What follows belongs to an exercise in optimizing a design on an open flow for small area and a short achievable clock period; a production flow would make more cautious choices. RTL that was checked went through simulation tests only; none was proved equivalent to the original.

==> inputs of run a <==
// top
module top #(parameter m = 7) (
    input clk,
    input signed [m-1:0] noise_in,
    output reg signed [2*m-1:0] filter_out
);
Settings: LEC_CHECK=0, CAP_MARGIN=20, CORE_MARGIN=2, CORE_UTILIZATION=60, CTS_BUF_LIST=sky130_fd_sc_hd__clkbuf_4, SLEW_MARGIN=20, SYNTH_HIERARCHICAL=1; clock period 10.0 ns.
standard.sh (not shown) runs the stock make flow with config.mk's settings and CLKGATE_MAP_FILE= SYNTH_SCRIPT=/design/flow/synth_recipe.tcl, a recipe that flattens the netlist after the stock synthesis.
==> flow/flow/run.sh <==
#!/bin/bash
# The standard ORFS layout, with one change: the port buffers are buf_4
# cells instead of the delay buffer that buffer_ports picks by default, which
# puts about half a nanosecond on every path from an input.
set -euo pipefail
export BUFFER_PORTS_ARGS="-buffer_cell sky130_fd_sc_hd__buf_4"
bash standard.sh finish > standard.log 2>&1
==> inputs of run b, as changes to run a <==
--- a/flow/design.v
+++ b/flow/design.v
@@ -98,13 +98,13 @@
     g_xor2 i54 (e5s, e40, pb[5]);
     g_xor2 i55 (e6s, e35, pb[6]);
     g_xor2 i56 (e7s, e43, pb[7]);
     g_xnor2 i57 (e8s, e29, pb[8]);
     g_xor2 i58 (e9s, e46, pb[9]);
-    g_xnor2 i59 (e10s, e36, pb[10]);
-    g_xor2 i60 (e11s, e47, pb[11]);
-    g_xnor2 i61 (e12s, e32, pb[12]);
+    g_xor2 i59 (e10s, e36, pb[10]);
+    g_xnor2 i60 (e11s, e47, pb[11]);
+    g_xor2 i61 (e12s, e32, pb[12]);
     g_xnor2 i62 (s[13], e48, pb[13]);
 endmodule
 module late (input [13:0] pb, input [6:0] xr, output [13:0] y);
     wire w1, w2, w3, w4, w5, w6, w7, w8, w9, w10, w11, w12;
     wire w13, w14, w15, w16, w17, w18, w19, w20, w21, w22, w23, w24;
@@ -114,13 +114,13 @@
     wire w61, w62, w63, w64, w65, w66, w67, w68, w69, w70, w71, w72;
     wire w73, w74, w75, w76, w77, w78, w79, w80, w81, w82, w83, w84;
     wire w85, w86, w87, w88, w89, w90, w91, w92, w93, w94, w95, w96;
     wire w97, w98, w99, w100, w101, w102, w103, w104, w105, w106, w107, w108;
     wire w109, w110, w111, w112, w113, w114, w115, w116, w117, w118, w119, w120;
-    wire w121, w122, w123, w124, w125, w126;
+    wire w121, w122, w123, w124, w125, w126, w127, w128, w129, w130, w131;
     g_xnor2 i1 (xr[2], xr[0], w1);
-    g_xnor2 i2 (pb[2], w1, w2);
+    g_xor2 i2 (pb[2], w1, w2);
     g_nand2 i3 (xr[2], xr[0], w3);
     g_o21ai i4 (pb[2], w1, w3, w4);
     g_xnor2 i5 (xr[3], xr[1], w5);
     g_xor2 i6 (pb[3], w5, w6);
     g_nand2 i7 (xr[3], xr[1], w7);
@@ -167,13 +167,13 @@
     g_xnor2 i48 (w22, w23, w48);
     g_nand2b i49 (w24, pb[9], w49);
     g_nand2b i50 (pb[9], w24, w50);
     g_xnor2 i51 (pb[9], w24, w51);
     g_o21ai i52 (w29, w25, w28, w52);
-    g_nor2 i53 (w2, w28, w53);
-    g_nor2 i54 (w2, w29, w54);
-    g_nor2 i55 (w32, w2, w55);
+    g_nand2b i53 (w28, w2, w53);
+    g_nand2b i54 (w29, w2, w54);
+    g_nand2b i55 (w32, w2, w55);
     g_o21ai i56 (w35, w31, w34, w56);
     g_nor2 i57 (w35, w32, w57);
     g_o21ai i58 (w38, w34, w37, w58);
     g_nor2 i59 (w38, w35, w59);
     g_o21ai i60 (w41, w37, w40, w60);
@@ -184,81 +184,86 @@
     g_o21ai i65 (w64, w43, w46, w65);
     g_nand2b i66 (w44, w47, w66);
     g_inv i67 (w50, w67);
     g_o21ai i68 (w67, w46, w49, w68);
     g_nand2 i69 (w50, w47, w69);
-    g_nand2 i70 (pb[10], w49, w70);
-    g_nand2 i71 (pb[11], pb[10], w71);
-    g_nand2 i72 (pb[12], pb[11], w72);
-    g_nand2b i73 (pb[12], pb[13], w73);
-    g_inv i74 (w25, w74);
-    g_a21oi i75 (w54, w74, w53, w75);
-    g_inv i76 (w31, w76);
-    g_a21oi i77 (w55, w52, w76, w77);
-    g_a21oi i78 (w57, w53, w56, w78);
-    g_nand2 i79 (w57, w54, w79);
-    g_a21oi i80 (w59, w76, w58, w80);
-    g_nand2 i81 (w59, w55, w81);
-    g_a21oi i82 (w61, w56, w60, w82);
-    g_nand2 i83 (w61, w57, w83);
-    g_a21oi i84 (w63, w58, w62, w84);
-    g_nand2 i85 (w63, w59, w85);
-    g_inv i86 (w66, w86);
-    g_a21oi i87 (w86, w60, w65, w87);
-    g_nand2b i88 (w66, w61, w88);
-    g_inv i89 (w69, w89);
-    g_a21oi i90 (w89, w62, w68, w90);
-    g_nand2b i91 (w69, w63, w91);
-    g_a21oi i92 (w50, w65, w70, w92);
-    g_nand2b i93 (w66, w50, w93);
-    g_nor2 i94 (w71, w68, w94);
-    g_nor2 i95 (w72, w70, w95);
-    g_inv i96 (pb[13], w96);
-    g_inv i97 (w71, w97);
-    g_o21ai i98 (w96, w97, w73, w98);
+    g_nand2b i70 (pb[10], w49, w70);
+    g_nor2 i71 (pb[11], pb[10], w71);
+    g_nor2 i72 (pb[12], pb[11], w72);
+    g_nand2 i73 (pb[13], pb[12], w73);
+    g_o21ai i74 (w54, w25, w53, w74);
+    g_inv i75 (w52, w75);
+    g_o21ai i76 (w55, w75, w31, w76);
+    g_inv i77 (w53, w77);
+    g_a21oi i78 (w57, w77, w56, w78);
+    g_nand2b i79 (w54, w57, w79);
+    g_inv i80 (w31, w80);
+    g_a21oi i81 (w59, w80, w58, w81);
+    g_nand2b i82 (w55, w59, w82);
+    g_a21oi i83 (w61, w56, w60, w83);
+    g_nand2 i84 (w61, w57, w84);
+    g_a21oi i85 (w63, w58, w62, w85);
+    g_nand2 i86 (w63, w59, w86);
+    g_inv i87 (w66, w87);
+    g_a21oi i88 (w87, w60, w65, w88);
+    g_nand2b i89 (w66, w61, w89);
+    g_inv i90 (w69, w90);
+    g_a21oi i91 (w90, w62, w68, w91);
+    g_nand2b i92 (w69, w63, w92);
+    g_a21oi i93 (w50, w65, w70, w93);
+    g_nand2b i94 (w66, w50, w94);
+    g_nand2b i95 (w68, w71, w95);
+    g_nand2b i96 (w70, w72, w96);
+    g_inv i97 (pb[13], w97);
+    g_o21ai i98 (w97, w71, w73, w98);
     g_o21ai i99 (w79, w25, w78, w99);
     g_inv i100 (w52, w100);
-    g_o21ai i101 (w81, w100, w80, w101);
-    g_o21ai i102 (w83, w75, w82, w102);
-    g_o21ai i103 (w85, w77, w84, w103);
-    g_o21ai i104 (w88, w78, w87, w104);
-    g_nor2 i105 (w88, w79, w105);
-    g_o21ai i106 (w91, w80, w90, w106);
-    g_nor2 i107 (w91, w81, w107);
-    g_o21ai i108 (w93, w82, w92, w108);
-    g_nor2 i109 (w93, w83, w109);
-    g_o21ai i110 (w69, w84, w94, w110);
-    g_nor2 i111 (w69, w85, w111);
-    g_o21ai i112 (w67, w87, w95, w112);
-    g_nand2b i113 (w88, w50, w113);
-    g_inv i114 (w98, w114);
-    g_o21ai i115 (w96, w90, w114, w115);
-    g_nand2b i116 (w91, pb[13], w116);
-    g_a21oi i117 (w105, w74, w104, w117);
-    g_a21oi i118 (w107, w52, w106, w118);
-    g_inv i119 (w75, w119);
-    g_a21oi i120 (w109, w119, w108, w120);
-    g_inv i121 (w77, w121);
-    g_a21oi i122 (w111, w121, w110, w122);
-    g_inv i123 (w113, w123);
-    g_a21oi i124 (w123, w99, w112, w124);
-    g_inv i125 (w116, w125);
-    g_a21oi i126 (w125, w101, w115, w126);
-    g_xor2 i127 (w27, 1'b0, y[0]);
-    g_xnor2 i128 (w30, w25, y[1]);
-    g_xnor2 i129 (w2, w52, y[2]);
-    g_xnor2 i130 (w33, w75, y[3]);
-    g_xnor2 i131 (w36, w77, y[4]);
-    g_xor2 i132 (w39, w99, y[5]);
-    g_xor2 i133 (w42, w101, y[6]);
-    g_xor2 i134 (w45, w102, y[7]);
-    g_xor2 i135 (w48, w103, y[8]);
-    g_xnor2 i136 (w51, w117, y[9]);
-    g_xnor2 i137 (pb[10], w118, y[10]);
-    g_xnor2 i138 (pb[11], w120, y[11]);
-    g_xnor2 i139 (pb[12], w122, y[12]);
-    g_xnor2 i140 (pb[13], w124, y[13]);
+    g_o21ai i101 (w82, w100, w81, w101);
+    g_inv i102 (w74, w102);
+    g_o21ai i103 (w84, w102, w83, w103);
+    g_inv i104 (w76, w104);
+    g_o21ai i105 (w86, w104, w85, w105);
+    g_o21ai i106 (w89, w78, w88, w106);
+    g_nor2 i107 (w89, w79, w107);
+    g_o21ai i108 (w92, w81, w91, w108);
+    g_nor2 i109 (w92, w82, w109);
+    g_o21ai i110 (w94, w83, w93, w110);
+    g_nor2 i111 (w94, w84, w111);
+    g_inv i112 (w95, w112);
+    g_o21ai i113 (w69, w85, w112, w113);
+    g_nor2 i114 (w69, w86, w114);
+    g_inv i115 (w50, w115);
+    g_inv i116 (w96, w116);
+    g_o21ai i117 (w115, w88, w116, w117);
+    g_nand2b i118 (w89, w50, w118);
+    g_inv i119 (pb[13], w119);
+    g_inv i120 (w98, w120);
+    g_o21ai i121 (w119, w91, w120, w121);
+    g_nand2b i122 (w92, pb[13], w122);
+    g_inv i123 (w25, w123);
+    g_a21oi i124 (w107, w123, w106, w124);
+    g_a21oi i125 (w109, w52, w108, w125);
+    g_a21oi i126 (w111, w74, w110, w126);
+    g_a21oi i127 (w114, w76, w113, w127);
+    g_inv i128 (w118, w128);
+    g_a21oi i129 (w128, w99, w117, w129);
+    g_inv i130 (w122, w130);
+    g_a21oi i131 (w130, w101, w121, w131);
+    g_xor2 i132 (w27, 1'b0, y[0]);
+    g_xnor2 i133 (w30, w25, y[1]);
+    g_xor2 i134 (w2, w52, y[2]);
+    g_xor2 i135 (w33, w74, y[3]);
+    g_xor2 i136 (w36, w76, y[4]);
+    g_xor2 i137 (w39, w99, y[5]);
+    g_xor2 i138 (w42, w101, y[6]);
+    g_xor2 i139 (w45, w103, y[7]);
+    g_xor2 i140 (w48, w105, y[8]);
+    g_xnor2 i141 (w51, w124, y[9]);
+    g_xor2 i142 (pb[10], w125, y[10]);
+    g_xor2 i143 (pb[11], w126, y[11]);
+    g_xor2 i144 (pb[12], w127, y[12]);
+    g_xnor2 i145 (pb[13], w129, y[13]);
 endmodule
 module top #(parameter m = 7) (
     input clk,
     input signed [m-1:0] noise_in,
     output reg signed [2*m-1:0] filter_out
--- a/flow/config.mk
+++ b/flow/config.mk
@@ -7,7 +7,8 @@
 export LEC_CHECK = 0
 export CAP_MARGIN = 20
 export CORE_MARGIN = 2
 export CORE_UTILIZATION = 60
 export CTS_BUF_LIST = sky130_fd_sc_hd__clkbuf_4
+export CTS_CLUSTER_DIAMETER = 20
 export SLEW_MARGIN = 20
 export SYNTH_HIERARCHICAL = 1
==> inputs of run c, as changes to run a <==
==> flow/flow/run.sh (replaced) <==
#!/bin/bash
# The standard ORFS layout with two changes:
# * the port buffers are buf_4 cells instead of the delay buffer that
#   buffer_ports picks by default (about half a nanosecond on every input);
# * from clock-tree synthesis on, the standard repair_timing steps aim for
#   6.95 ns of setup slack, resizing and swapping pins only, so that the few
#   paths from the input port get larger gates; the constraints (10 ns clock,
#   2 ns input and output delays) are unchanged.
set -euo pipefail
export BUFFER_PORTS_ARGS="-buffer_cell sky130_fd_sc_hd__buf_4"
bash standard.sh place > standard_place.log 2>&1
export SETUP_SLACK_MARGIN=6.95
export SETUP_MOVE_SEQUENCE=sizeup,swap
bash standard.sh finish > standard_finish.log 2>&1
==> comparison table <==
quantity                                                                              run b                    run c                    run a
Post-synthesis compound-gate area fraction                                           0.0563                   0.0578                   0.0578
Core ar.                                                                       10,100 sq um               9860 sq um               9860 sq um
Signal arrival time at the worst endpoint                                           3620 ps                  3450 ps                  3620 ps
Result of the run                                                   complete, no violations  complete, no violations  complete, no violations
Xor and xnor area share after synthesis                                              0.0737                   0.0741                   0.0741
Fraction of area in clock buffers and inverters                                      0.0427                   0.0437                   0.0451
Total number of tap cells                                                               136                      133                      133
Register clock-pin slew on the reported worst setup and hold paths                   110 ps                   110 ps                   120 ps
Number of global-route vias before repair                                             3,753                    3,811                    3,822
Finished Core Util                                                                    0.670                    0.708                    0.687
Met2 routed wirelength                                                              5620 um                  6160 um                  5910 um
For run a and run c, only the layout was checked, not whether the RTL still works.

afterwards: timing with drivers on the ports:
Ports are ideal in the flow. The routed layouts listed here were re-timed in OpenROAD. Step 1 assumes that a clkbuf_16 drives the clock port and a buf_2 every other input. Step 2 also shifts input and output timing later by t, the mid clock arrival at the registers, as if the neighbouring blocks saw the same clock. Slacks: no drivers / after step 1 / after step 2; pairs: no drivers / after step 1.
run | t, ns | slack for setup (ns) | worst register clock-pin slew, ns
run a | 0.531 | 6.789 / 6.797 / 6.266 | 0.12 / 0.12
run b | 0.546 | 6.796 / 6.802 / 6.257 | 0.12 / 0.12
run c | 0.525 | 6.937 / 6.942 / 6.417 | 0.12 / 0.12
After both steps setup and hold are still met in every run listed. The setup slack of run b, which loses most, moves by +0.006 ns with the drivers and by -0.539 ns with both steps.
